Source: an optimization exercise on an open RTL-to-GDS flow (aim: small area and a short achievable clock period). Production flows keep margins and buffers that such runs may drop.
Where RTL was checked, it was by simulation tests only, not by an equivalence proof against the original.
The RTL of run 2 was laid out without a check of its function.
Power and IR drop assume default switching activity.

## design/flow/run.sh

```bash
#!/bin/bash
# synth_recipe.tcl (not shown) runs the flow's synth.tcl, then flattens the netlist and writes it again
# the make line also repeats each setting of config.mk as NAME=value (left out here)
make -C /OpenROAD-flow-scripts/flow DESIGN_CONFIG=/design/flow/config.mk WORK_HOME=/design/flow/orfs CLKGATE_MAP_FILE= SYNTH_SCRIPT=/design/flow/synth_recipe.tcl finish
```

## design/flow/config.mk

```make
export PLATFORM = sky130hd
export DESIGN_NAME = lock3
export DESIGN_NICKNAME = lock3
export VERILOG_FILES = /design/flow/design.v
export SDC_FILE = /design/flow/constraint.sdc
export NUM_CORES = 8
export LEC_CHECK = 0
export CAP_MARGIN = 20
export CORE_MARGIN = 2
export CORE_UTILIZATION = 50
export PLACE_DENSITY = 0.6
export SLEW_MARGIN = 20
```

## design/flow/constraint.sdc

```tcl
create_clock -name core_clock -period 110.0 [get_ports {CLK}]
set_input_delay 22.0000 -clock core_clock [delete_from_list [all_inputs] [get_ports {CLK}]]
set_output_delay 22.0000 -clock core_clock [all_outputs]
set_load 0.01 [all_outputs]
```

## design/flow/design.v

```verilog
`timescale 1ns / 1ps
module Metastable_Remover(
    input signal_in,
    output signal_out,
    input clk
    );
    parameter BARLEN=4;  
    reg [BARLEN-1:0] barieer; 
    always @(posedge clk) begin
        barieer<={signal_in,barieer[BARLEN-1:1]};
    end
    assign signal_out=barieer[0];
endmodule
`timescale 1ns / 1ps
module Bounce_Remover(
    si,
    so,
    clk,
    rst
    );
    input  wire si;
    output reg so;
    input  wire clk;
    input  wire rst;
    parameter WAITBW=4;  
    reg si0;
    always @(posedge clk) si0<=rst ? 1'b0 : si;
    wire si_rise, si_fall;
    assign si_rise = (~si0)&si;
    assign si_fall  = si0&(~si);
    reg [WAITBW-1:0] waitcount;
    wire [WAITBW-1:0] all0;
    assign all0=0;
    always @(posedge clk) 
    if (rst) begin
        so<=0;
        waitcount<=0;
    end else if (waitcount>0) begin
        waitcount<=waitcount-1;
    end else if (si_rise) begin
        so<=1;
        waitcount<=~all0;
    end else if (si_fall) begin
        so<=0;
        waitcount<=~all0;
    end 
endmodule
`timescale 1ns / 1ps
module Period_Measurer(si, so, init, clk, rst, ph, pl, hrdy, lrdy, qb, hsh, lsh, hfin, lfin);
   input  wire si;
   output reg  so;
   input  wire init;
   input  wire clk;
   input  wire rst;
   output wire [19:0] ph, pl;
   output wire hrdy, lrdy;
   input  wire [1:0] qb;
   input  wire hsh, lsh, hfin, lfin;
   localparam [2:0] S_IDLE = 3'd0, S_ACC = 3'd1, S_LAST = 3'd2, S_PRE = 3'd3, S_RUN = 3'd4;
   reg si0;
   always @(posedge clk) si0 <= rst ? 1'b0 : si;
   wire rise = ~si0 & si;
   wire fall = si0 & ~si;
   reg [2:0]  st;
   reg [31:0] sh, sl;
   reg [15:0] k;
   reg hdone, ldone;
   wire last_fall = (st == S_ACC) & fall & (k == 16'd4095);
   wire locked = (st == S_PRE) | (st == S_RUN);
   assign ph = sh[31:12];
   assign pl = sl[31:12];
   assign hrdy = (locked | (st == S_LAST)) & ~hdone;
   assign lrdy = locked & ~ldone;
   always @(posedge clk) begin
      if (st == S_IDLE) begin
         hdone <= 1'b0;
         ldone <= 1'b0;
      end else begin
         if (hfin) hdone <= 1'b1;
         if (lfin) ldone <= 1'b1;
      end
   end
   always @(posedge clk) begin
      if (st == S_IDLE) begin
         sh <= {31'd0, rise};
         sl <= 32'd0;
      end else begin
         if (st == S_ACC && si)
            sh <= sh + 32'd1;
         else if (hsh)
            sh[15:0] <= {sh[13:0], qb};
         if ((st == S_ACC || st == S_LAST) && !si)
            sl <= sl + 32'd1;
         else if (lsh)
            sl[15:0] <= {sl[13:0], qb};
      end
   end
   wire hit = so ? (hdone & (k == sh[15:0])) : (ldone & (k == sl[15:0]));
   always @(posedge clk) begin
      if (init | rst) st <= S_IDLE;
      else case (st)
         S_IDLE: if (rise) st <= S_ACC;
         S_ACC:  if (last_fall) st <= S_LAST;
         S_LAST: if (rise) st <= S_PRE;
         S_PRE:  if (k == 16'd0) st <= S_RUN;
         default: ;
      endcase
      if (rst) so <= 1'b0;
      else if (st == S_PRE) so <= (k == 16'd0);
      else if (st == S_RUN) so <= so ^ hit;
      else so <= 1'b0;
      case (st)
         S_IDLE: k <= 16'd0;
         S_ACC:  if (rise) k <= k + 16'd1;
         S_LAST: if (rise) k <= 16'hFFF6;
         S_PRE:  k <= k + 16'd1;
         default: k <= hit ? 16'd1 : k + 16'd1;
      endcase
   end
endmodule
module Divider(clk, abort, ph1, pl1, ph2, pl2, ph3, pl3, hrdy, lrdy, qb, hsh, lsh, hfin, lfin);
   input  wire clk, abort;
   input  wire [19:0] ph1, pl1, ph2, pl2, ph3, pl3;
   input  wire [2:0] hrdy, lrdy;
   output wire [1:0] qb;
   output wire [2:0] hsh, lsh, hfin, lfin;
   localparam [25:0] DIVIDEND = 26'd50000000;
   reg busy;
   reg [1:0] ch;
   reg half;           
   reg [4:0] n;
   reg [19:0] r, q;
   wire [2:0] cur = busy ? (3'd1 << ch) : 3'd0;
   wire [2:0] hreq = hrdy & ~(half ? 3'd0 : cur);
   wire [2:0] lreq = lrdy & ~(half ? cur : 3'd0);
   wire last = busy & (n == 5'd18);
   wire div1 = (n < 5'd11);
   reg [19:0] p;
   always @(*) begin
      case ({half, ch})
         3'b000: p = ph1;
         3'b001: p = ph2;
         3'b010: p = ph3;
         3'b100: p = pl1;
         3'b101: p = pl2;
         default: p = pl3;
      endcase
   end
   wire [19:0] dvs = div1 ? p : q + 20'd1000;
   wire [5:0] bi = div1 ? (6'd21 - {n, 1'b0}) : (6'd37 - {n, 1'b0});
   wire b0 = DIVIDEND[bi];
   wire b1 = DIVIDEND[bi - 6'd1];
   wire [20:0] t0 = {r, b0};
   wire [21:0] d0 = {1'b0, t0} - {2'b0, dvs};
   wire q0 = ~d0[21];
   wire [19:0] r0 = q0 ? d0[19:0] : t0[19:0];
   wire [20:0] t1 = {r0, b1};
   wire [21:0] d1 = {1'b0, t1} - {2'b0, dvs};
   wire q1 = ~d1[21];
   wire [19:0] r1 = q1 ? d1[19:0] : t1[19:0];
   assign qb = {q0, q1};
   wire wr2 = busy & ~div1;
   assign hsh  = (wr2 & ~half) ? cur : 3'd0;
   assign lsh  = (wr2 &  half) ? cur : 3'd0;
   assign hfin = (last & ~half) ? cur : 3'd0;
   assign lfin = (last &  half) ? cur : 3'd0;
   wire start = ~busy | last;
   always @(posedge clk) begin
      if (abort) begin
         busy <= 1'b0;
      end else if (start && (hreq != 3'd0 || lreq != 3'd0)) begin
         busy <= 1'b1;
         n <= 5'd0;
         r <= 20'd11;
         if (hreq[0])      begin half <= 1'b0; ch <= 2'd0; end
         else if (hreq[1]) begin half <= 1'b0; ch <= 2'd1; end
         else if (hreq[2]) begin half <= 1'b0; ch <= 2'd2; end
         else if (lreq[0]) begin half <= 1'b1; ch <= 2'd0; end
         else if (lreq[1]) begin half <= 1'b1; ch <= 2'd1; end
         else              begin half <= 1'b1; ch <= 2'd2; end
      end else if (last) begin
         busy <= 1'b0;
      end else if (busy) begin
         n <= n + 5'd1;
         if (n == 5'd10) r <= 20'd762;
         else r <= r1;
         if (div1) q <= {q[17:0], q0, q1};
      end
   end
endmodule
`timescale 1ns / 1ps
`timescale 1ns / 1ps
module lock3(
        input CLK,
        input rst,
        input c1,
        input c2,
        input c3,
        input init,
        output Bounce_Remover_outc1,
        output Bounce_Remover_outc2,
        output Bounce_Remover_outc3,
        output so1,
        output so2,
        output so3
    );
    wire Metastable_Remover_outc1;
    wire Metastable_Remover_outc2;
    wire Metastable_Remover_outc3;
    wire [19:0] ph1, pl1, ph2, pl2, ph3, pl3;
    wire [2:0] hrdy, lrdy, hsh, lsh, hfin, lfin;
    wire [1:0] qb;
    Metastable_Remover Metastable_Remover_Sensor1(.signal_in(c1), .signal_out(Metastable_Remover_outc1), .clk(CLK));
    Bounce_Remover Bounce_Remover_Sensor1(.si(Metastable_Remover_outc1), .so(Bounce_Remover_outc1), .clk(CLK), .rst(rst));
    Period_Measurer Period_Measurer1(.si(Bounce_Remover_outc1), .so(so1), .init(init), .clk(CLK), .rst(rst),
        .ph(ph1), .pl(pl1), .hrdy(hrdy[0]), .lrdy(lrdy[0]), .qb(qb), .hsh(hsh[0]), .lsh(lsh[0]), .hfin(hfin[0]), .lfin(lfin[0]));
    Metastable_Remover Metastable_Remover_Sensor2(.signal_in(c2), .signal_out(Metastable_Remover_outc2), .clk(CLK));
    Bounce_Remover Bounce_Remover_Sensor2(.si(Metastable_Remover_outc2), .so(Bounce_Remover_outc2), .clk(CLK), .rst(rst));
    Period_Measurer Period_Measurer2(.si(Bounce_Remover_outc2), .so(so2), .init(init), .clk(CLK), .rst(rst),
        .ph(ph2), .pl(pl2), .hrdy(hrdy[1]), .lrdy(lrdy[1]), .qb(qb), .hsh(hsh[1]), .lsh(lsh[1]), .hfin(hfin[1]), .lfin(lfin[1]));
    Metastable_Remover Metastable_Remover_Sensor3(.signal_in(c3), .signal_out(Metastable_Remover_outc3), .clk(CLK));
    Bounce_Remover Bounce_Remover_Sensor3(.si(Metastable_Remover_outc3), .so(Bounce_Remover_outc3), .clk(CLK), .rst(rst));
    Period_Measurer Period_Measurer3(.si(Bounce_Remover_outc3), .so(so3), .init(init), .clk(CLK), .rst(rst),
        .ph(ph3), .pl(pl3), .hrdy(hrdy[2]), .lrdy(lrdy[2]), .qb(qb), .hsh(hsh[2]), .lsh(lsh[2]), .hfin(hfin[2]), .lfin(lfin[2]));
    Divider Divider0(.clk(CLK), .abort(init | rst),
        .ph1(ph1), .pl1(pl1), .ph2(ph2), .pl2(pl2), .ph3(ph3), .pl3(pl3),
        .hrdy(hrdy), .lrdy(lrdy), .qb(qb), .hsh(hsh), .lsh(lsh), .hfin(hfin), .lfin(lfin));
endmodule
```

==> results.py, run 1 <==
metrics = {
    "run_status": {
        "status": "finished clean",
    },
    "critical_path": {
        "crit_path_start_kind": "input pin",
        "crit_family": "buffers and inverters",
        "cp_slowest_cell": "clkdlybuf4s50_1",
        "worst-path-max-fanout": 20,
        "ff2ff_setup_slack_ps": 101550,
        "worstRegToRegCells": 24,
        "r2r_start": "Divider0.ch[0]",
        "worst-path-buf-inv": 3,
        "r2r_end": "Divider0.r[15]",
        "critical_path_required_ps": 110250,
        "critical_path.max_stage_delay_ps": 760,
        "worst_ep_arrival_time_ps": 24160,
        "crit_chain": "clkdlybuf4s50_1, buf_4, or2_2, nor3b_2, buf_4",
        "cp_common_cell": "buf_4",
        "cp-end-kind": "flip-flop",
        "critical_path_class": "in2reg",
    },
    "placed_design": {
        "gp_congestion": 0.9147,
        "dp_hpwl_um": 43840,
        "numPlacedInstances": 2982,
        "io_buffers": 11,
    },
    "synth": {
        "synth_common_cells": "nor2_1 (307), dfxtp_1 (241), nand2_1 (230), a21oi_1 (198), o21ai_0 (166)",
        "synth_ff_type": "dfxtp_1",
        "ys_ff_latch": 340,
        "syn-num-nets": 2650,
        "syn_area_um2": 21330,
        "yosysUniqueCellTypes": 101,
        "synthArstFlopShare_pct": 0,
        "ys_warn_count": 4,
        "synth_top_area_cell": "dfxtp_1",
        "synth_top_area_share_pct": 22.62,
        "synth_edf_count": 99,
        "avgSynthCellArea_um2": 8.280,
        "synth_cells": 2576,
        "seq_area_frac_synth_pct": 36.56,
        "yosys-top-cells-area": "dfxtp_1 (23%), edfxtp_1 (14%), xnor2_1 (5.6%)",
        "post-synth-top-count-cell": "nor2_1",
    },
    "min_path": {
        "hold_class": "reg2reg",
        "whs_endpoint": "Metastable_Remover_Sensor3.barieer[1]",
        "hold_start": "Metastable_Remover_Sensor3.barieer[2]",
        "hold_depth": 0,
    },
    "floorplanning": {
        "fp.dieW_um": 210.5,
        "io_pins": 12,
        "die_area_um2": 44330,
        "rows": 75,
        "initial_utilization_pct": 50.74,
        "die_h_um": 210.5,
        "coreArea_um2": 42040,
    },
    "clocking": {
        "path_clk_slew_ps": 60,
        "cts_buffers": 41,
        "cts_setup_buffers": 0,
        "cts_resized": 0,
        "htreeDepth": 2,
        "clock_sinks": 340,
        "cts_tree": "done",
        "clock_path_buffers": 3,
        "ctsHoldBuffers": 0,
        "insertion_delay_ps": 570,
        "clock-root-buffer": "clkbuf_16",
    },
    "drt": {
        "firstDrtPassIters": 6,
        "via_per_inst": 6.165,
        "via_count": 18840,
        "drt_first_iter_violations": 1772,
        "drtAntennaViolNets": 0,
        "drc_errors": 0,
        "wl_um": 60010,
        "wire_per_inst_um": 19.64,
    },
    "final_layout": {
        "syn2layout_area_growth_pct": 7.573,
        "fillCellCount": 3933,
        "drive_gt1_share_pct": 6.516,
        "final_cells": 3056,
        "nets": 2560,
        "n_antenna_cell": 0,
    },
    "timing": {
        "tns_ps": 0,
        "slew_headroom_pct": 31.29,
        "hold_viol": 0,
        "finClkSkew_ps": 16.55,
        "clock.fmax_mhz": 41.82,
        "period_minus_slack_ps": 23910,
        "rsz0062_at_grt": "no",
        "tightest_slew_ps": 1027,
        "maxSlewViolCount": 0,
        "finalSetupViolCount": 0,
        "fin_crit_sh_pct": 21.74,
    },
    "global_routing": {
        "grt_max_degree": 63,
        "grt_usage_pct": 27.09,
        "gr-total-overflow": 0,
        "grt_pass1_wl_um": 96810,
        "antenna_found_initial": 1,
        "grt_pass1_vias": 17680,
    },
    "power_and_ir_drop": {
        "powerDensity_nw_per_um2": 13.04,
        "p_leak_nw": 7.890,
        "vdd_drop_max_mv": 0.01202,
    },
    "job": {
        "maxCapViolCount": 0,
    },
}
## cells in the final DEF, fill, tap and decap left out, drive strengths merged, types with 6 or more instances in the layout
cell type / synthesis / final
nand3: 136 / 136
mux2i: 15 / 15
nand2b: 18 / 18
buf: 44 / 22
and4: 15 / 15
clkbuf: 122 / 60
a22oi: 12 / 12
a21o: 16 / 16
mux2: 16 / 16
or2: 7 / 7
xnor2: 137 / 137
a21boi: 10 / 10
o21a: 8 / 8
clkdlybuf4s50: 0 / 11
nand4: 58 / 58
nor2b: 23 / 23
edfxtp: 99 / 99
nor2: 310 / 310
clkinv: 0 / 10
and3: 66 / 66
nand2: 230 / 230
a311oi: 19 / 19
o31ai: 12 / 12
ha: 66 / 66
nor3: 57 / 57
and2: 21 / 21
nor3b: 17 / 17
a31oi: 23 / 23
o211ai: 17 / 17
a221oi: 21 / 21
o21ai: 175 / 175
a31o: 6 / 6
dfxtp: 241 / 241
a21oi: 201 / 201
xor2: 127 / 127
a211oi: 29 / 29
nor4: 31 / 31
or3: 32 / 32
inv: 54 / 55
mux4: 9 / 9
## final cells by class
class / instances / area [um2] / share of cell area (%)
multi-input combinational: 2016 / 12640 / 55.10
sequential: 340 / 7797 / 33.98
clock buffer: 60 / 1220 / 5.317
tap: 539 / 674.4 / 2.939
timing repair buffer: 33 / 275.3 / 1.200
inverter: 54 / 202.7 / 0.8834
clock inverter: 14 / 132.6 / 0.5780
## where the power goes
group	switching [mW]	internal [mW]	total, mW	leakage, nW
Sequential	0.00586	0.133	0.139	3.01
Combinational	0.0131	0.0104	0.0236	4.22
Clock	0.0555	0.0816	0.137	0.668
## kinds of logic after synthesis
family,Yosys count,share of synthesized area [%]
AO/OA/AOI/OAI,593,17.25
XOR/XNOR,264,10.84
adder cells (fa/ha/maj),68,4.059
buffers and inverters,220,4.294
flip-flops,340,36.56
multiplexers,40,2.499
AND/OR/NAND/NOR,1051,24.50
## through the flow
stage | hold slack (ps) | power (mW) | util, % | area, um2 | worst slack, ps
final | 325.4 | 0.2993 | 54.58 | 22950 | 86090
after global routing | 342.1 | 0.3101 | 54.58 | 22950 | 85970
after CTS | 329.1 | 0.3016 | 54.58 | 22950 | 86140
after detailed placement | 312.1 | 0.1647 | 51.36 | 21590 | 85530
after global placement | 311.6 | 0.1639 | 51.36 | 21590 | 85570
after floorplan | 309.6 | 0.1579 | - | 21330 | 85720
## sequential cells by signal, indices dropped and copies added, names as in the netlist, 5 cells and up
name	count
Period_Measurer1.sh	32
Period_Measurer1.sl	32
Period_Measurer2.sh	32
Period_Measurer2.sl	32
Period_Measurer3.sh	32
Period_Measurer3.sl	32
Divider0.q	20
Divider0.r	20
Period_Measurer1.k	16
Period_Measurer2.k	16
Period_Measurer3.k	16
Divider0.n	5
## routing by layer
metal	wire length, um	vias up	GRT usage (%)
li1	-	9082	-
met1	27490	8996	38.61
met2	26870	663	42.57
met3	4266	98	4.082
met4	1382	0	7.941
met5	0	-	0
## worst max-delay path by stage
stage	start	to	slack, ps	cells past startpoint
6_report	rst	Divider0.q[12]	86090	5
5_1_grt	rst	Divider0.q[12]	85970	5
4_1_cts	rst	Divider0.q[12]	86140	5
3_5_place_dp	rst	Divider0.q[14]	85530	5
3_3_place_gp	rst	Divider0.q[14]	85570	5
2_1_floorplan	rst	Divider0.q[0]	85720	2
==> run 2: changes to the inputs <==
--- a/design/flow/design.v
+++ b/design/flow/design.v
@@ -67,10 +67,15 @@
    reg hdone, ldone;
-   wire last_fall = (st == S_ACC) & fall & (k == 16'd4095);
-   wire locked = (st == S_PRE) | (st == S_RUN);
+   wire idle = (st == S_IDLE);
+   wire acc  = (st == S_ACC);
+   wire lst  = (st == S_LAST);
+   wire pre  = (st == S_PRE);
+   wire run  = (st == S_RUN);
+   wire last_fall = acc & fall & (k[11:0] == 12'hFFF);
+   wire locked = pre | run;
    assign ph = sh[31:12];
    assign pl = sl[31:12];
-   assign hrdy = (locked | (st == S_LAST)) & ~hdone;
+   assign hrdy = (locked | lst) & ~hdone;
    assign lrdy = locked & ~ldone;
    always @(posedge clk) begin
-      if (st == S_IDLE) begin
+      if (idle) begin
          hdone <= 1'b0;
@@ -82,4 +87,11 @@
    end
-   always @(posedge clk) begin
-      if (st == S_IDLE) begin
+   function [11:0] lfsr_next(input [11:0] s);
+      lfsr_next = {s[10:0], s[11] ^ s[5] ^ s[3] ^ s[0] ^ (s[10:0] == 11'd0)};
+   endfunction
+   wire hinc = acc & si;
+   wire linc = (acc | lst) & ~si;
+   wire hwrap = (sh[11:0] == 12'h800);
+   wire lwrap = (sl[11:0] == 12'h800);
+   always @(posedge clk) begin
+      if (idle) begin
          sh <= {31'd0, rise};
@@ -87,9 +99,11 @@
       end else begin
-         if (st == S_ACC && si)
-            sh <= sh + 32'd1;
-         else if (hsh)
+         if (hinc) begin
+            sh[11:0] <= lfsr_next(sh[11:0]);
+            if (hwrap) sh[31:12] <= sh[31:12] + 20'd1;
+         end else if (hsh)
             sh[15:0] <= {sh[13:0], qb};
-         if ((st == S_ACC || st == S_LAST) && !si)
-            sl <= sl + 32'd1;
-         else if (lsh)
+         if (linc) begin
+            sl[11:0] <= lfsr_next(sl[11:0]);
+            if (lwrap) sl[31:12] <= sl[31:12] + 20'd1;
+         end else if (lsh)
             sl[15:0] <= {sl[13:0], qb};
@@ -97,3 +111,5 @@
    end
-   wire hit = so ? (hdone & (k == sh[15:0])) : (ldone & (k == sl[15:0]));
+   wire [15:0] dsel = so ? sh[15:0] : sl[15:0];
+   wire hit = (so ? hdone : ldone) & (k == dsel);
+   wire go = pre & k[3] & k[1];
    always @(posedge clk) begin
@@ -104,3 +120,3 @@
          S_LAST: if (rise) st <= S_PRE;
-         S_PRE:  if (k == 16'd0) st <= S_RUN;
+         S_PRE:  if (go) st <= S_RUN;
          default: ;
@@ -108,12 +124,8 @@
       if (rst) so <= 1'b0;
-      else if (st == S_PRE) so <= (k == 16'd0);
-      else if (st == S_RUN) so <= so ^ hit;
+      else if (pre) so <= go;
+      else if (run) so <= so ^ hit;
       else so <= 1'b0;
-      case (st)
-         S_IDLE: k <= 16'd0;
-         S_ACC:  if (rise) k <= k + 16'd1;
-         S_LAST: if (rise) k <= 16'hFFF6;
-         S_PRE:  k <= k + 16'd1;
-         default: k <= hit ? 16'd1 : k + 16'd1;
-      endcase
+      if (idle) k <= 16'd0;
+      else if (go | (run & hit)) k <= 16'd1;
+      else if (((acc | lst) & rise) | locked) k <= k + 16'd1;
    end
@@ -126,3 +138,2 @@
    output wire [2:0] hsh, lsh, hfin, lfin;
-   localparam [25:0] DIVIDEND = 26'd50000000;
    reg busy;
@@ -132,22 +143,34 @@
    reg [19:0] r, q;
-   wire [2:0] cur = busy ? (3'd1 << ch) : 3'd0;
-   wire [2:0] hreq = hrdy & ~(half ? 3'd0 : cur);
-   wire [2:0] lreq = lrdy & ~(half ? cur : 3'd0);
+   wire [2:0] cur = busy ? {ch == 2'd2, ch == 2'd1, ch == 2'd0} : 3'd0;
+   wire [2:0] hcur = half ? 3'd0 : cur;
+   wire [2:0] lcur = half ? cur : 3'd0;
+   wire [2:0] hreq = hrdy & ~hcur;
+   wire [2:0] lreq = lrdy & ~lcur;
    wire last = busy & (n == 5'd18);
    wire div1 = (n < 5'd11);
-   reg [19:0] p;
+   wire [19:0] p = ({20{hcur[0]}} & ph1) | ({20{hcur[1]}} & ph2) | ({20{hcur[2]}} & ph3) |
+                   ({20{lcur[0]}} & pl1) | ({20{lcur[1]}} & pl2) | ({20{lcur[2]}} & pl3);
+   wire [19:0] dvs = div1 ? p : q + 20'd1000;
+   reg b0, b1;
    always @(*) begin
-      case ({half, ch})
-         3'b000: p = ph1;
-         3'b001: p = ph2;
-         3'b010: p = ph3;
-         3'b100: p = pl1;
-         3'b101: p = pl2;
-         default: p = pl3;
+      case (n)
+         5'd0:  {b0, b1} = 2'b11;
+         5'd1:  {b0, b1} = 2'b10;
+         5'd2:  {b0, b1} = 2'b10;
+         5'd3:  {b0, b1} = 2'b11;
+         5'd4:  {b0, b1} = 2'b11;
+         5'd5:  {b0, b1} = 2'b00;
+         5'd6:  {b0, b1} = 2'b00;
+         5'd7:  {b0, b1} = 2'b10;
+         5'd8:  {b0, b1} = 2'b00;
+         5'd9:  {b0, b1} = 2'b00;
+         5'd10: {b0, b1} = 2'b00;
+         5'd11: {b0, b1} = 2'b11;
+         5'd12: {b0, b1} = 2'b11;
+         5'd13: {b0, b1} = 2'b00;
+         5'd14: {b0, b1} = 2'b00;
+         5'd15: {b0, b1} = 2'b10;
+         default: {b0, b1} = 2'b00;
       endcase
    end
-   wire [19:0] dvs = div1 ? p : q + 20'd1000;
-   wire [5:0] bi = div1 ? (6'd21 - {n, 1'b0}) : (6'd37 - {n, 1'b0});
-   wire b0 = DIVIDEND[bi];
-   wire b1 = DIVIDEND[bi - 6'd1];
    wire [20:0] t0 = {r, b0};
@@ -161,15 +184,14 @@
    assign qb = {q0, q1};
-   wire wr2 = busy & ~div1;
-   assign hsh  = (wr2 & ~half) ? cur : 3'd0;
-   assign lsh  = (wr2 &  half) ? cur : 3'd0;
-   assign hfin = (last & ~half) ? cur : 3'd0;
-   assign lfin = (last &  half) ? cur : 3'd0;
-   wire start = ~busy | last;
-   always @(posedge clk) begin
-      if (abort) begin
-         busy <= 1'b0;
-      end else if (start && (hreq != 3'd0 || lreq != 3'd0)) begin
-         busy <= 1'b1;
-         n <= 5'd0;
-         r <= 20'd11;
+   wire wr2 = ~div1;
+   assign hsh  = wr2 ? hcur : 3'd0;
+   assign lsh  = wr2 ? lcur : 3'd0;
+   assign hfin = (n == 5'd18) ? hcur : 3'd0;
+   assign lfin = (n == 5'd18) ? lcur : 3'd0;
+   wire any = (hreq != 3'd0) | (lreq != 3'd0);
+   wire start = (~busy | last) & any;
+   always @(posedge clk) begin
+      if (abort) busy <= 1'b0;
+      else if (start) busy <= 1'b1;
+      else if (last) busy <= 1'b0;
+      if (start) begin
          if (hreq[0])      begin half <= 1'b0; ch <= 2'd0; end
@@ -180,10 +202,6 @@
          else              begin half <= 1'b1; ch <= 2'd2; end
-      end else if (last) begin
-         busy <= 1'b0;
-      end else if (busy) begin
-         n <= n + 5'd1;
-         if (n == 5'd10) r <= 20'd762;
-         else r <= r1;
-         if (div1) q <= {q[17:0], q0, q1};
       end
+      n <= start ? 5'd0 : n + 5'd1;
+      r <= start ? 20'd11 : (n == 5'd10) ? 20'd762 : r1;
+      if (busy & div1) q <= {q[17:0], q0, q1};
    end
--- a/design/flow/config.mk
+++ b/design/flow/config.mk
@@ -9,4 +9,5 @@
 export CORE_MARGIN = 2
-export CORE_UTILIZATION = 50
-export PLACE_DENSITY = 0.6
+export CORE_UTILIZATION = 70
+export CTS_BUF_LIST = sky130_fd_sc_hd__clkbuf_4 sky130_fd_sc_hd__clkbuf_8
+export PLACE_DENSITY = 0.8
 export SLEW_MARGIN = 20
==> results.py, run 2 <==
metrics = {
    "power_and_ir_drop": {
        "clock_power_share_pct": 19.0,
        "p_sw_share_pct": 42.98,
        "switchingPower_uw": 277.7,
        "p_leak_nw": 7.142,
        "finalPower_uw": 646.2,
        "pwr-share-seq_pct": 22.7,
        "powerDensity_nw_per_um2": 30.93,
        "comb_power_share_pct": 58.3,
        "p_int_uw": 368.4,
        "vdd_drop_max_mv": 0.05644,
    },
    "synth": {
        "yosysUniqueCellTypes": 71,
        "synth_top_area_share_pct": 32.70,
        "ys_warn_count": 4,
        "syn-num-nets": 2360,
        "synth_top_area_cell": "dfxtp_1",
        "syn_area_um2": 19340,
        "synth_edf_count": 26,
        "seq_area_frac_synth_pct": 36.74,
        "synthArstFlopShare_pct": 0,
        "avgSynthCellArea_um2": 8.447,
        "yosys-top-cells-area": "dfxtp_1 (33%), mux2i_1 (6.7%), nor2_1 (6.5%)",
        "post-synth-top-count-cell": "nor2_1",
        "ys_ff_latch": 342,
        "synth_ff_type": "dfxtp_1",
        "synth_cells": 2290,
        "synth_common_cells": "nor2_1 (333), dfxtp_1 (316), nand2_1 (157), xor2_1 (132)",
    },
    "clocking": {
        "cts_setup_buffers": 0,
        "clock_path_buffers": 3,
        "ctsHoldBuffers": 0,
        "cts_buffers": 56,
        "path_clk_slew_ps": 70,
        "cts_tree": "done",
        "clock-root-buffer": "clkbuf_8",
        "insertion_delay_ps": 600,
        "htreeDepth": 2,
        "cts_resized": 0,
        "clock_sinks": 342,
    },
    "timing": {
        "tns_ps": 0,
        "period_minus_slack_ps": 24330,
        "fin_crit_sh_pct": 22.12,
        "hold_viol": 0,
        "tightest_slew_ps": 1031,
        "finClkSkew_ps": 19.95,
        "maxSlewViolCount": 0,
        "finalSetupViolCount": 0,
        "rsz0062_at_grt": "no",
        "clock.fmax_mhz": 41.10,
        "slew_headroom_pct": 31.18,
    },
    "critical_path": {
        "critical_path.max_stage_delay_ps": 1000,
        "worst-path-buf-inv": 1,
        "crit_chain": "clkdlybuf4s50_1",
        "cp-end-kind": "output port",
        "cp_slowest_cell": "dfxtp_1",
        "crit_family": "flip-flops",
        "crit_path_start_kind": "flip-flop",
        "cp.depth": 1,
        "critical_path_required_ps": 88000,
        "worst_ep_arrival_time_ps": 2330,
        "worstRegToRegCells": 28,
        "worst-path-max-fanout": 20,
        "critical_path_class": "reg2out",
    },
    "placed_design": {
        "io_buffers": 11,
        "dp_hpwl_um": 33640,
        "gp_congestion": 0.8717,
    },
    "final_layout": {
        "syn2layout_area_growth_pct": 7.995,
        "nets": 2329,
        "drive_gt1_share_pct": 7.031,
        "layout_commonest_cell": "nor2_1",
        "final_cell_mix": "nor2_1 (332), dfxtp_1 (316), nand2_1 (157)",
        "n_antenna_cell": 0,
    },
    "drt": {
        "drt_first_iter_violations": 1658,
        "drtAntennaViolNets": 0,
        "drc_errors": 0,
        "wl_um": 48120,
        "via_count": 16750,
        "via_per_inst": 6.332,
        "firstDrtPassIters": 6,
        "wire_per_inst_um": 18.19,
    },
    "floorplanning": {
        "initial_utilization_pct": 71.57,
        "die_area_um2": 28980,
        "io_pins": 12,
        "coreArea_um2": 27030,
        "rows": 60,
        "fp.dieW_um": 170.2,
        "die_h_um": 170.2,
    },
    "global_routing": {
        "antenna_found_initial": 0,
        "grt_pass1_wl_um": 79210,
        "gr-total-overflow": 0,
        "grt_max_degree": 68,
        "grt_pass1_vias": 15890,
        "grt_usage_pct": 33.13,
    },
    "job": {
        "maxCapViolCount": 0,
    },
    "min_path": {
        "hold_class": "reg2reg",
        "hold_depth": 0,
    },
    "run_status": {
        "status": "finished clean",
    },
}
-- run 2: logic make-up after synthesis --
group	after synthesis	share of synthesized area (%)
AOI/OAI and AO/OA	470	15.93
muxes	136	7.083
buffers and inverters	168	3.357
DFF	342	36.74
xor gates and xnor gates	253	11.46
and+or+nand+nor	852	20.96
adders and majority gates	69	4.476
-- run 2: path summary, 6_finish.rpt --
path / startpoint / to / slack [ps]
worst max-delay path: Period_Measurer2.so / so2 / 85670
worst min-delay path: Metastable_Remover_Sensor1.barieer[1] / Metastable_Remover_Sensor1.barieer[0] / 330
worst max register to register: Divider0.ch[1] / Period_Measurer3.sh[0] / 101620
worst min register to register: Metastable_Remover_Sensor1.barieer[1] / Metastable_Remover_Sensor1.barieer[0] / 330
-- run 2: routing by layer --
layer | global-route usage [%] | vias up | part of all wire [%]
met1 | 45.01 | 7933 | 44
met2 | 53.62 | 581 | 46
li1 | - | 8113 | -
met4 | 12.49 | 0 | 3.3
met5 | 0 | - | 0
met3 | 4.814 | 122 | 6.4
-- run 2: final cells by class --
| type | count | area [um2] |
|---|---|---|
| Timing Repair Buffer | 33 | 275.3 |
| Inverter | 46 | 172.7 |
| Fill cell | 2002 | 6136 |
| Multi-Input combinational cell | 1780 | 11640 |
| Clock buffer | 94 | 1194 |
| Clock inverter | 9 | 76.32 |
| Tap cell | 341 | 426.7 |
| Sequential cell | 342 | 7107 |
-- run 2: power groups by stage --
stage	sequential (mW)	clock (mW)	combinational (mW)
6_report	0.147	0.123	0.377
5_1_grt	0.148	0.129	0.414
4_1_cts	0.147	0.123	0.371
3_5_place_dp	0.149	0	0.370
3_3_place_gp	0.149	0	0.355
2_1_floorplan	0.147	0	0.303
-- run 2: through the flow --
| stage | setup slack [ps] | area, um2 | instances | hold slack, ps | utilization, % |
|---|---|---|---|---|---|
| finish | 85670 | 20890 | 2645 | 326.7 | 77.30 |
| global route | 85590 | 20890 | 2645 | 332.1 | 77.30 |
| CTS | 85660 | 20890 | 2645 | 329.2 | 77.30 |
| detailed placement | 86300 | 19620 | 2542 | 314.7 | 72.60 |
| global placement | 86340 | 19620 | 2542 | 311.3 | 72.60 |
| floorplan | 87360 | 19340 | 2290 | 309.6 | - |
==> run 3: changes to the inputs <==
--- a/design/flow/design.v
+++ b/design/flow/design.v
@@ -17,2 +17,3 @@
     so,
+    so_n,
     clk,
@@ -22,2 +23,3 @@
     output reg so;
+    output reg so_n;  
     input  wire clk;
@@ -33,15 +35,20 @@
     assign all0=0;
-    always @(posedge clk) 
-    if (rst) begin
-        so<=0;
-        waitcount<=0;
-    end else if (waitcount>0) begin
-        waitcount<=waitcount-1;
-    end else if (si_rise) begin
-        so<=1;
-        waitcount<=~all0;
-    end else if (si_fall) begin
-        so<=0;
-        waitcount<=~all0;
-    end 
+    reg so_next;
+    always @(*)
+    if (rst) so_next=1'b0;
+    else if (waitcount>0) so_next=~so_n;
+    else if (si_rise) so_next=1'b1;
+    else if (si_fall) so_next=1'b0;
+    else so_next=~so_n;
+    always @(posedge clk) begin
+        so<=so_next;
+        so_n<=~so_next;
+        if (rst) begin
+            waitcount<=0;
+        end else if (waitcount>0) begin
+            waitcount<=waitcount-1;
+        end else if (si_rise|si_fall) begin
+            waitcount<=~all0;
+        end
+    end
 endmodule
@@ -90,2 +97,24 @@
    endfunction
+   function [19:0] inc20(input [19:0] a, input ci);
+      integer i;
+      reg c;
+      begin
+         c = ci;
+         for (i = 0; i < 20; i = i + 1) begin
+            inc20[i] = a[i] ^ c;
+            c = a[i] & c;
+         end
+      end
+   endfunction
+   function [15:0] inc16(input [15:0] a, input ci);
+      integer i;
+      reg c;
+      begin
+         c = ci;
+         for (i = 0; i < 16; i = i + 1) begin
+            inc16[i] = a[i] ^ c;
+            c = a[i] & c;
+         end
+      end
+   endfunction
    wire hinc = acc & si;
@@ -94,2 +123,4 @@
    wire lwrap = (sl[11:0] == 12'h800);
+   wire [19:0] shu = inc20(sh[31:12], hinc & hwrap);
+   wire [19:0] slu = inc20(sl[31:12], linc & lwrap);
    always @(posedge clk) begin
@@ -99,17 +130,23 @@
       end else begin
-         if (hinc) begin
-            sh[11:0] <= lfsr_next(sh[11:0]);
-            if (hwrap) sh[31:12] <= sh[31:12] + 20'd1;
-         end else if (hsh)
-            sh[15:0] <= {sh[13:0], qb};
-         if (linc) begin
-            sl[11:0] <= lfsr_next(sl[11:0]);
-            if (lwrap) sl[31:12] <= sl[31:12] + 20'd1;
-         end else if (lsh)
-            sl[15:0] <= {sl[13:0], qb};
-      end
-   end
-   wire [15:0] dsel = so ? sh[15:0] : sl[15:0];
-   wire hit = (so ? hdone : ldone) & (k == dsel);
+         sh[31:16] <= shu[19:4];
+         sl[31:16] <= slu[19:4];
+         if (hinc) sh[11:0] <= lfsr_next(sh[11:0]);
+         if (hsh) sh[15:0] <= {sh[13:0], qb};
+         else sh[15:12] <= shu[3:0];
+         if (linc) sl[11:0] <= lfsr_next(sl[11:0]);
+         if (lsh) sl[15:0] <= {sl[13:0], qb};
+         else sl[15:12] <= slu[3:0];
+      end
+   end
+   reg so_n;
+   wire [15:0] dsel = so_n ? sl[15:0] : sh[15:0];
+   wire hit = (so_n ? ldone : hdone) & (k == dsel);
    wire go = pre & k[3] & k[1];
+   reg so_next;
+   always @(*) begin
+      if (rst) so_next = 1'b0;
+      else if (pre) so_next = go;
+      else if (run) so_next = so_n ~^ hit;
+      else so_next = 1'b0;
+   end
    always @(posedge clk) begin
@@ -123,9 +160,7 @@
       endcase
-      if (rst) so <= 1'b0;
-      else if (pre) so <= go;
-      else if (run) so <= so ^ hit;
-      else so <= 1'b0;
+      so <= so_next;
+      so_n <= ~so_next;
       if (idle) k <= 16'd0;
       else if (go | (run & hit)) k <= 16'd1;
-      else if (((acc | lst) & rise) | locked) k <= k + 16'd1;
+      else k <= inc16(k, ((acc | lst) & rise) | locked);
    end
@@ -152,3 +187,29 @@
                    ({20{lcur[0]}} & pl1) | ({20{lcur[1]}} & pl2) | ({20{lcur[2]}} & pl3);
-   wire [19:0] dvs = div1 ? p : q + 20'd1000;
+   function [21:0] sub21(input [20:0] a, input [19:0] b);
+      integer i;
+      reg c, bi;
+      begin
+         c = 1'b1;
+         for (i = 0; i < 21; i = i + 1) begin
+            bi = (i < 20) ? ~b[i] : 1'b1;
+            sub21[i] = a[i] ^ bi ^ c;
+            c = (a[i] & bi) | (a[i] & c) | (bi & c);
+         end
+         sub21[21] = c;
+      end
+   endfunction
+   function [19:0] add1000(input [19:0] a);
+      integer i;
+      reg c;
+      reg [19:0] k;
+      begin
+         k = 20'd1000;
+         c = 1'b0;
+         for (i = 0; i < 20; i = i + 1) begin
+            add1000[i] = a[i] ^ k[i] ^ c;
+            c = (a[i] & k[i]) | (a[i] & c) | (k[i] & c);
+         end
+      end
+   endfunction
+   wire [19:0] dvs = div1 ? p : add1000(q);
    reg b0, b1;
@@ -176,8 +237,8 @@
    wire [20:0] t0 = {r, b0};
-   wire [21:0] d0 = {1'b0, t0} - {2'b0, dvs};
-   wire q0 = ~d0[21];
+   wire [21:0] d0 = sub21(t0, dvs);
+   wire q0 = d0[21];
    wire [19:0] r0 = q0 ? d0[19:0] : t0[19:0];
    wire [20:0] t1 = {r0, b1};
-   wire [21:0] d1 = {1'b0, t1} - {2'b0, dvs};
-   wire q1 = ~d1[21];
+   wire [21:0] d1 = sub21(t1, dvs);
+   wire q1 = d1[21];
    wire [19:0] r1 = q1 ? d1[19:0] : t1[19:0];
@@ -227,2 +288,3 @@
     wire Metastable_Remover_outc3;
+    wire debounced_n1, debounced_n2, debounced_n3;
     wire [19:0] ph1, pl1, ph2, pl2, ph3, pl3;
@@ -231,12 +293,12 @@
     Metastable_Remover Metastable_Remover_Sensor1(.signal_in(c1), .signal_out(Metastable_Remover_outc1), .clk(CLK));
-    Bounce_Remover Bounce_Remover_Sensor1(.si(Metastable_Remover_outc1), .so(Bounce_Remover_outc1), .clk(CLK), .rst(rst));
-    Period_Measurer Period_Measurer1(.si(Bounce_Remover_outc1), .so(so1), .init(init), .clk(CLK), .rst(rst),
+    Bounce_Remover Bounce_Remover_Sensor1(.si(Metastable_Remover_outc1), .so(Bounce_Remover_outc1), .so_n(debounced_n1), .clk(CLK), .rst(rst));
+    Period_Measurer Period_Measurer1(.si(~debounced_n1), .so(so1), .init(init), .clk(CLK), .rst(rst),
         .ph(ph1), .pl(pl1), .hrdy(hrdy[0]), .lrdy(lrdy[0]), .qb(qb), .hsh(hsh[0]), .lsh(lsh[0]), .hfin(hfin[0]), .lfin(lfin[0]));
     Metastable_Remover Metastable_Remover_Sensor2(.signal_in(c2), .signal_out(Metastable_Remover_outc2), .clk(CLK));
-    Bounce_Remover Bounce_Remover_Sensor2(.si(Metastable_Remover_outc2), .so(Bounce_Remover_outc2), .clk(CLK), .rst(rst));
-    Period_Measurer Period_Measurer2(.si(Bounce_Remover_outc2), .so(so2), .init(init), .clk(CLK), .rst(rst),
+    Bounce_Remover Bounce_Remover_Sensor2(.si(Metastable_Remover_outc2), .so(Bounce_Remover_outc2), .so_n(debounced_n2), .clk(CLK), .rst(rst));
+    Period_Measurer Period_Measurer2(.si(~debounced_n2), .so(so2), .init(init), .clk(CLK), .rst(rst),
         .ph(ph2), .pl(pl2), .hrdy(hrdy[1]), .lrdy(lrdy[1]), .qb(qb), .hsh(hsh[1]), .lsh(lsh[1]), .hfin(hfin[1]), .lfin(lfin[1]));
     Metastable_Remover Metastable_Remover_Sensor3(.signal_in(c3), .signal_out(Metastable_Remover_outc3), .clk(CLK));
-    Bounce_Remover Bounce_Remover_Sensor3(.si(Metastable_Remover_outc3), .so(Bounce_Remover_outc3), .clk(CLK), .rst(rst));
-    Period_Measurer Period_Measurer3(.si(Bounce_Remover_outc3), .so(so3), .init(init), .clk(CLK), .rst(rst),
+    Bounce_Remover Bounce_Remover_Sensor3(.si(Metastable_Remover_outc3), .so(Bounce_Remover_outc3), .so_n(debounced_n3), .clk(CLK), .rst(rst));
+    Period_Measurer Period_Measurer3(.si(~debounced_n3), .so(so3), .init(init), .clk(CLK), .rst(rst),
         .ph(ph3), .pl(pl3), .hrdy(hrdy[2]), .lrdy(lrdy[2]), .qb(qb), .hsh(hsh[2]), .lsh(lsh[2]), .hfin(hfin[2]), .lfin(lfin[2]));
==> design/flow/flow/run.sh (new file) <==
#!/bin/bash
# Standard layout (the standard.sh), with a faster port buffer and a
# clock tree of large buffers without dummy loads. Output goes to flow_make.log.
set -euo pipefail
bash standard.sh \
  "BUFFER_PORTS_ARGS=-buffer_cell sky130_fd_sc_hd__buf_2" \
  "CTS_ARGS=-sink_clustering_enable -repair_clock_nets -dont_use_dummy_load -sink_clustering_size 30 -sink_clustering_max_diameter 100 -buf_list sky130_fd_sc_hd__clkbuf_16" \
  finish > flow_make.log 2>&1
==> design/flow/standard.sh (new file) <==
#!/bin/bash
# synth_recipe.tcl (not shown) runs the flow's synth.tcl, then flattens the netlist and writes it again
# the make line also repeats each setting of config.mk as NAME=value (left out here)
make -C /OpenROAD-flow-scripts/flow DESIGN_CONFIG=/design/flow/config.mk WORK_HOME=/design/flow/orfs CLKGATE_MAP_FILE= SYNTH_SCRIPT=/design/flow/synth_recipe.tcl "${@:-finish}"
--- a/design/flow/config.mk
+++ b/design/flow/config.mk
@@ -10,3 +10,2 @@
 export CORE_UTILIZATION = 70
-export CTS_BUF_LIST = sky130_fd_sc_hd__clkbuf_4 sky130_fd_sc_hd__clkbuf_8
 export PLACE_DENSITY = 0.8
removed: design/flow/run.sh
==> results.py, run 3 <==
metrics = {
    "floorplanning": {
        "die_area_um2": 27220,
        "rows": 58,
        "io_pins": 12,
        "coreArea_um2": 25330,
        "fp.dieW_um": 165.0,
        "initial_utilization_pct": 71.64,
        "die_h_um": 165.0,
    },
    "timing": {
        "tightest_slew_ps": 1090,
        "fin_crit_sh_pct": 20.87,
        "tns_ps": 0,
        "maxSlewViolCount": 0,
        "finalSetupViolCount": 0,
        "finClkSkew_ps": 21.45,
        "rsz0062_at_grt": "no",
        "period_minus_slack_ps": 22960,
        "clock.fmax_mhz": 43.55,
        "hold_viol": 0,
        "slew_headroom_pct": 27.23,
    },
    "drt": {
        "drc_errors": 0,
        "wire_per_inst_um": 17.72,
        "drt_first_iter_violations": 924,
        "wl_um": 36830,
        "drtAntennaViolNets": 0,
        "firstDrtPassIters": 5,
        "via_count": 12560,
        "via_per_inst": 6.042,
    },
    "final_layout": {
        "syn2layout_area_growth_pct": 3.021,
        "layout_commonest_cell": "dfxtp_1",
        "fillCellCount": 1857,
        "drive_gt1_share_pct": 4.748,
        "nets": 1983,
        "final_cell_area_um2": 18690,
        "final_cell_mix": "dfxtp_1 (322), nor2_1 (196), ha_1 (190)",
        "n_antenna_cell": 0,
    },
    "clocking": {
        "clock_path_buffers": 3,
        "clock_sinks": 348,
        "cts_resized": 0,
        "clock-root-buffer": "clkbuf_16",
        "cts_setup_buffers": 0,
        "insertion_delay_ps": 510,
        "cts_tree": "done",
        "path_clk_slew_ps": 120,
        "ctsHoldBuffers": 0,
        "cts_buffers": 15,
        "htreeDepth": 1,
    },
    "synth": {
        "synth_edf_count": 26,
        "ys_ff_latch": 348,
        "yosysUniqueCellTypes": 65,
        "seq_area_frac_synth_pct": 39.83,
        "synth_common_cells": "dfxtp_1 (322), nor2_1 (197), ha_1 (190), mux2i_1 (141), and2_1 (117)",
        "avgSynthCellArea_um2": 10.02,
        "synth_top_area_cell": "dfxtp_1",
        "synth_ff_type": "dfxtp_1",
        "ys_warn_count": 4,
        "syn-num-nets": 2043,
        "post-synth-top-count-cell": "dfxtp_1",
        "synthArstFlopShare_pct": 0,
        "synth_top_area_share_pct": 35.53,
        "synth_cells": 1810,
        "yosys-top-cells-area": "dfxtp_1 (36%), ha_1 (13%), mux2i_1 (7.8%)",
        "syn_area_um2": 18140,
    },
    "global_routing": {
        "grt_max_degree": 49,
        "grt_pass1_vias": 12420,
        "grt_usage_pct": 27.85,
        "grt_pass1_wl_um": 61640,
        "antenna_found_initial": 0,
        "gr-total-overflow": 0,
    },
    "power_and_ir_drop": {
        "powerDensity_nw_per_um2": 22.22,
        "vdd_drop_max_mv": 0.04040,
        "p_leak_nw": 8.695,
    },
    "critical_path": {
        "cp-end-kind": "output port",
        "critical_path.max_stage_delay_ps": 330,
        "critical_path_required_ps": 88000,
        "critPathLaunch": "Period_Measurer3.so",
        "worst-path-max-fanout": 1,
        "worst-path-buf-inv": 1,
        "cp_slowest_cell": "dfxtp_1",
        "worst_ep_arrival_time_ps": 960,
        "crit_family": "flip-flops",
        "crit_path_start_kind": "flip-flop",
        "critical_path_class": "reg2out",
        "r2r_start": "Divider0.ch[1]",
        "crit_chain": "buf_2",
    },
    "job": {
        "maxCapViolCount": 0,
    },
    "min_path": {
        "hold_class": "reg2reg",
        "hold_start": "Metastable_Remover_Sensor2.barieer[2]",
    },
    "run_status": {
        "status": "finished clean",
    },
    "placed_design": {
        "gp_congestion": 0.8244,
        "dp_hpwl_um": 26330,
        "io_buffers": 11,
        "placed_area_um2": 18300,
    },
}
==> run 3: cell count changes in the layout (fill, tap and decap cells not counted), moves of 26 or more <==
cell,change
nand3_1,-46
nand2_1,-97
and3_1,-32
or3_1,-26
xor2_1,-113
fa_1,+35
o21ai_0,-38
clkbuf_8,-78
xnor2_1,-50
a21oi_1,-71
a22oi_1,-28
nor2_1,-136
and2_1,+106
ha_1,+128
==> run 3: metrics by stage <==
step                      worst slack, ps  hold WS, ps  std cells  power [mW]  util [%]
after floorplan                     86990        309.6       1810      0.3070         -
after global placement              86770        309.5       2063      0.3377     72.26
after detailed placement            86760        312.8       2063      0.3566     72.26
after CTS                           87030        332.2       2078      0.4179     73.74
after global routing                86990        341.2       2078      0.4528     73.80
final                               87040        328.2       2078      0.4153     73.80
==> run 3: cells by family (layout without fill, tap and decap cells) <==
| kind of cell | Yosys count | count (layout) | synth area share, % |
|---|---|---|---|
| and+or+nand+nor | 550 | 550 | 15.56 |
| DFF | 348 | 348 | 39.83 |
| AOI/OAI and AO/OA | 283 | 283 | 11.00 |
| adders and majority gates | 229 | 229 | 17.30 |
| buffers and inverters | 163 | 101 | 3.820 |
| muxes | 147 | 147 | 8.151 |
| xor gates and xnor gates | 90 | 90 | 4.345 |
==> run 3: report_power, final <==
part | switching [mW] | total (mW) | internal, mW
Combinational | 0.113 | 0.204 | 0.0906
Sequential | 0.00767 | 0.149 | 0.141
Clock | 0.0382 | 0.0630 | 0.0249
==> run 3: worst paths after layout <==
path	endpoint	slack (ps)	cells past startpoint
setup reg to reg	Period_Measurer1.sh[0]	89820	56
setup / recovery	so3	87040	1
hold / removal	Metastable_Remover_Sensor2.barieer[1]	330	0
hold reg to reg	Metastable_Remover_Sensor2.barieer[1]	330	0
==> run 3: final cells by class <==
| class | instances | area (um2) | area share, % |
|---|---|---|---|
| timing repair buffer | 26 | 167.7 | 0.8970 |
| sequential | 348 | 7227 | 38.66 |
| multi-input combinational | 1299 | 10280 | 55.02 |
| tap | 330 | 412.9 | 2.209 |
| inverter | 60 | 225.2 | 1.205 |
| clock buffer | 15 | 375.4 | 2.008 |
==> run 3: layer usage <==
layer  share of wire [%]  vias to the layer above  wire length, um  GRT usage, %
met4                 2.4                        0              895         7.312
met3                 3.7                       59             1375         2.536
met2                  48                      253            17720         48.35
met1                  46                     5995            16840         37.39
li1                    -                     6248                -             -
met5                   0                        -                0             0
==> run 4: changes to the inputs <==
==> design/flow/run.sh (new file) <==
#!/bin/bash
# synth_recipe.tcl (not shown) runs the flow's synth.tcl, then flattens the netlist and writes it again
# the make line also repeats each setting of config.mk as NAME=value (left out here)
make -C /OpenROAD-flow-scripts/flow DESIGN_CONFIG=/design/flow/config.mk WORK_HOME=/design/flow/orfs CLKGATE_MAP_FILE= SYNTH_SCRIPT=/design/flow/synth_recipe.tcl finish
--- a/design/flow/config.mk
+++ b/design/flow/config.mk
@@ -10,2 +10,5 @@
 export CORE_UTILIZATION = 70
+export CTS_BUF_LIST = sky130_fd_sc_hd__clkbuf_16
+export CTS_CLUSTER_DIAMETER = 100
+export CTS_CLUSTER_SIZE = 30
 export PLACE_DENSITY = 0.8
removed: design/flow/flow/run.sh
removed: design/flow/standard.sh
==> results.py, run 4 <==
metrics = {
    "critical_path": {
        "cp_slowest_cell": "clkdlybuf4s50_1",
        "cp-end-kind": "output port",
        "crit_path_start_kind": "flip-flop",
        "worst-path-buf-inv": 1,
        "worst-path-max-fanout": 1,
        "crit_chain": "clkdlybuf4s50_1",
        "crit_family": "buffers and inverters",
        "worst_ep_arrival_time_ps": 1410,
        "critical_path.max_stage_delay_ps": 540,
        "critical_path_class": "reg2out",
        "critical_path_required_ps": 88000,
    },
    "floorplanning": {
        "fp.dieW_um": 165.0,
        "io_pins": 12,
        "die_area_um2": 27220,
        "rows": 58,
        "die_h_um": 165.0,
        "initial_utilization_pct": 71.64,
        "coreArea_um2": 25330,
    },
    "synth": {
        "synth_edf_count": 26,
        "post-synth-top-count-cell": "dfxtp_1",
        "synthArstFlopShare_pct": 0,
        "synth_cells": 1810,
        "synth_ff_type": "dfxtp_1",
        "avgSynthCellArea_um2": 10.02,
        "syn-num-nets": 2043,
        "synth_top_area_share_pct": 35.53,
        "syn_area_um2": 18140,
        "ys_ff_latch": 348,
        "synth_common_cells": "dfxtp_1 (322), nor2_1 (197), ha_1 (190), mux2i_1 (141), and2_1 (117)",
        "yosysUniqueCellTypes": 65,
        "synth_top_area_cell": "dfxtp_1",
        "yosys-top-cells-area": "dfxtp_1 (36%), ha_1 (13%), mux2i_1 (7.8%)",
        "ys_warn_count": 4,
        "seq_area_frac_synth_pct": 39.83,
    },
    "timing": {
        "tns_ps": 0,
        "maxSlewViolCount": 0,
        "period_minus_slack_ps": 23410,
        "hold_viol": 0,
        "rsz0062_at_grt": "no",
        "finClkSkew_ps": 24.32,
        "slew_headroom_pct": 27.46,
        "tightest_slew_ps": 1087,
        "fin_crit_sh_pct": 21.28,
        "clock.fmax_mhz": 42.72,
        "finalSetupViolCount": 0,
    },
    "global_routing": {
        "grt_pass1_vias": 12850,
        "gr-total-overflow": 0,
        "antenna_found_initial": 0,
        "grt_max_degree": 49,
        "grt_usage_pct": 28.82,
        "grt_pass1_wl_um": 63820,
    },
    "clocking": {
        "cts_tree": "done",
        "clock_path_buffers": 3,
        "cts_resized": 0,
        "cts_setup_buffers": 0,
        "cts_buffers": 15,
        "clock-root-buffer": "clkbuf_16",
        "htreeDepth": 1,
        "ctsHoldBuffers": 0,
        "path_clk_slew_ps": 120,
        "clock_sinks": 348,
        "insertion_delay_ps": 520,
    },
    "min_path": {
        "hold_class": "reg2reg",
    },
    "drt": {
        "wire_per_inst_um": 18.34,
        "drc_errors": 0,
        "wl_um": 38310,
        "via_count": 12700,
        "via_per_inst": 6.081,
        "firstDrtPassIters": 5,
        "drt_first_iter_violations": 870,
        "drtAntennaViolNets": 0,
    },
    "final_layout": {
        "final_cells": 2089,
        "fillCellCount": 1853,
        "n_antenna_cell": 0,
        "final_cell_area_um2": 18800,
        "regArea_um2": 7227,
        "multi_input_area_um2": 10280,
        "syn2layout_area_growth_pct": 3.606,
        "layout_commonest_cell": "dfxtp_1",
        "drive_gt1_share_pct": 4.264,
        "nets": 1984,
        "final_cell_mix": "dfxtp_1 (322), nor2_1 (196), ha_1 (190)",
    },
    "power_and_ir_drop": {
        "p_leak_nw": 8.741,
        "vdd_drop_max_mv": 0.04861,
        "finalPower_uw": 417.4,
        "powerDensity_nw_per_um2": 22.21,
    },
    "run_status": {
        "status": "finished clean",
    },
    "placed_design": {
        "dp_hpwl_um": 27330,
        "gp_congestion": 0.8417,
        "numPlacedInstances": 2064,
        "placed_area_um2": 18370,
        "io_buffers": 11,
    },
    "job": {
        "maxCapViolCount": 0,
    },
}
run 4: cell counts after synthesis:
No cell type changed its count.
run 4: through the flow:
step	hold slack (ps)	utilization, %	setup slack (ps)
3_5_place_dp	312.1	72.53	86460
5_1_grt	353.0	74.22	86560
4_1_cts	328.2	74.21	86570
3_3_place_gp	310.1	72.50	86520
2_1_floorplan	309.6	-	86990
6_report	319.9	74.22	86590
run 4: cell type report:
type	instances	share of cell area, %
Multi-Input combinational cell	1299	54.67
Sequential cell	348	38.45
Tap cell	330	2.196
Clock buffer	15	1.997
Timing Repair Buffer	27	1.225
Inverter	60	1.198
Clock inverter	10	0.2662
run 4: final timing paths:
check / endpoint / slack (ps) / cells after the start / start
setup / recovery: Bounce_Remover_outc2 / 86590 / 1 / Bounce_Remover_Sensor2.so
hold / removal: Metastable_Remover_Sensor2.barieer[0] / 320 / 0 / Metastable_Remover_Sensor2.barieer[1]
setup reg to reg: Period_Measurer1.sh[0] / 89840 / 57 / Divider0.ch[0]
hold reg to reg: Metastable_Remover_Sensor2.barieer[0] / 320 / 0 / Metastable_Remover_Sensor2.barieer[1]
run 4: kinds of logic after synthesis:
group | count (synthesis) | share of synthesized area (%)
muxes | 147 | 8.151
adders and majority gates | 229 | 17.30
buffers and inverters | 163 | 3.820
AOI/OAI and AO/OA | 283 | 11.00
DFF | 348 | 39.83
xor gates and xnor gates | 90 | 4.345
and+or+nand+nor | 550 | 15.56
run 4: report_power, final:
group / internal [mW] / total (mW) / switching [mW]
registers: 0.141 / 0.149 / 0.00760
logic: 0.0904 / 0.203 / 0.113
clock network: 0.0256 / 0.0655 / 0.0399
run 4: layer usage:
metal	vias up	part of all wire (%)	GRT usage, %
li1	6265	-	-
met2	250	49	50.00
met4	0	2.0	6.877
met5	-	0	0
met3	53	4.1	2.938
met1	6135	45	38.79

==> what the ideal ports hide <==
The flow's constraints put no driver on any port. The routed layouts listed below were extracted and timed again, unchanged, in two steps.
Step 1 assumes that a clkbuf_16 drives the clock port and a buf_2 every other input.
Step 2, shift: input delay + t, output delay - t, t = (earliest + latest rising clock arrival at the registers) / 2. This alone moves slack from input paths to output paths.
Three values: ideal ports, drivers, drivers and shift; two values: the first two.
run	shift t [ns]	setup WS [ns]	worst setup path after step 2	latest minus earliest clock arrival (ns)	pins driven straight from the clock port
run 1	0.621	86.086 / 86.120 / 85.499	input to register	0.017 / 0.017	1
run 2	0.643	85.667 / 85.619 / 86.261	register to output	0.021 / 0.021	1
run 3	0.550	87.040 / 86.988 / 86.739	input to register	0.022 / 0.022	1
run 4	0.557	86.593 / 86.545 / 86.463	input to register	0.024 / 0.024	1
After both steps every run listed still meets setup and hold. The setup slack of run 1, which loses most, moves by +0.034 ns with the drivers and by -0.587 ns with both steps.
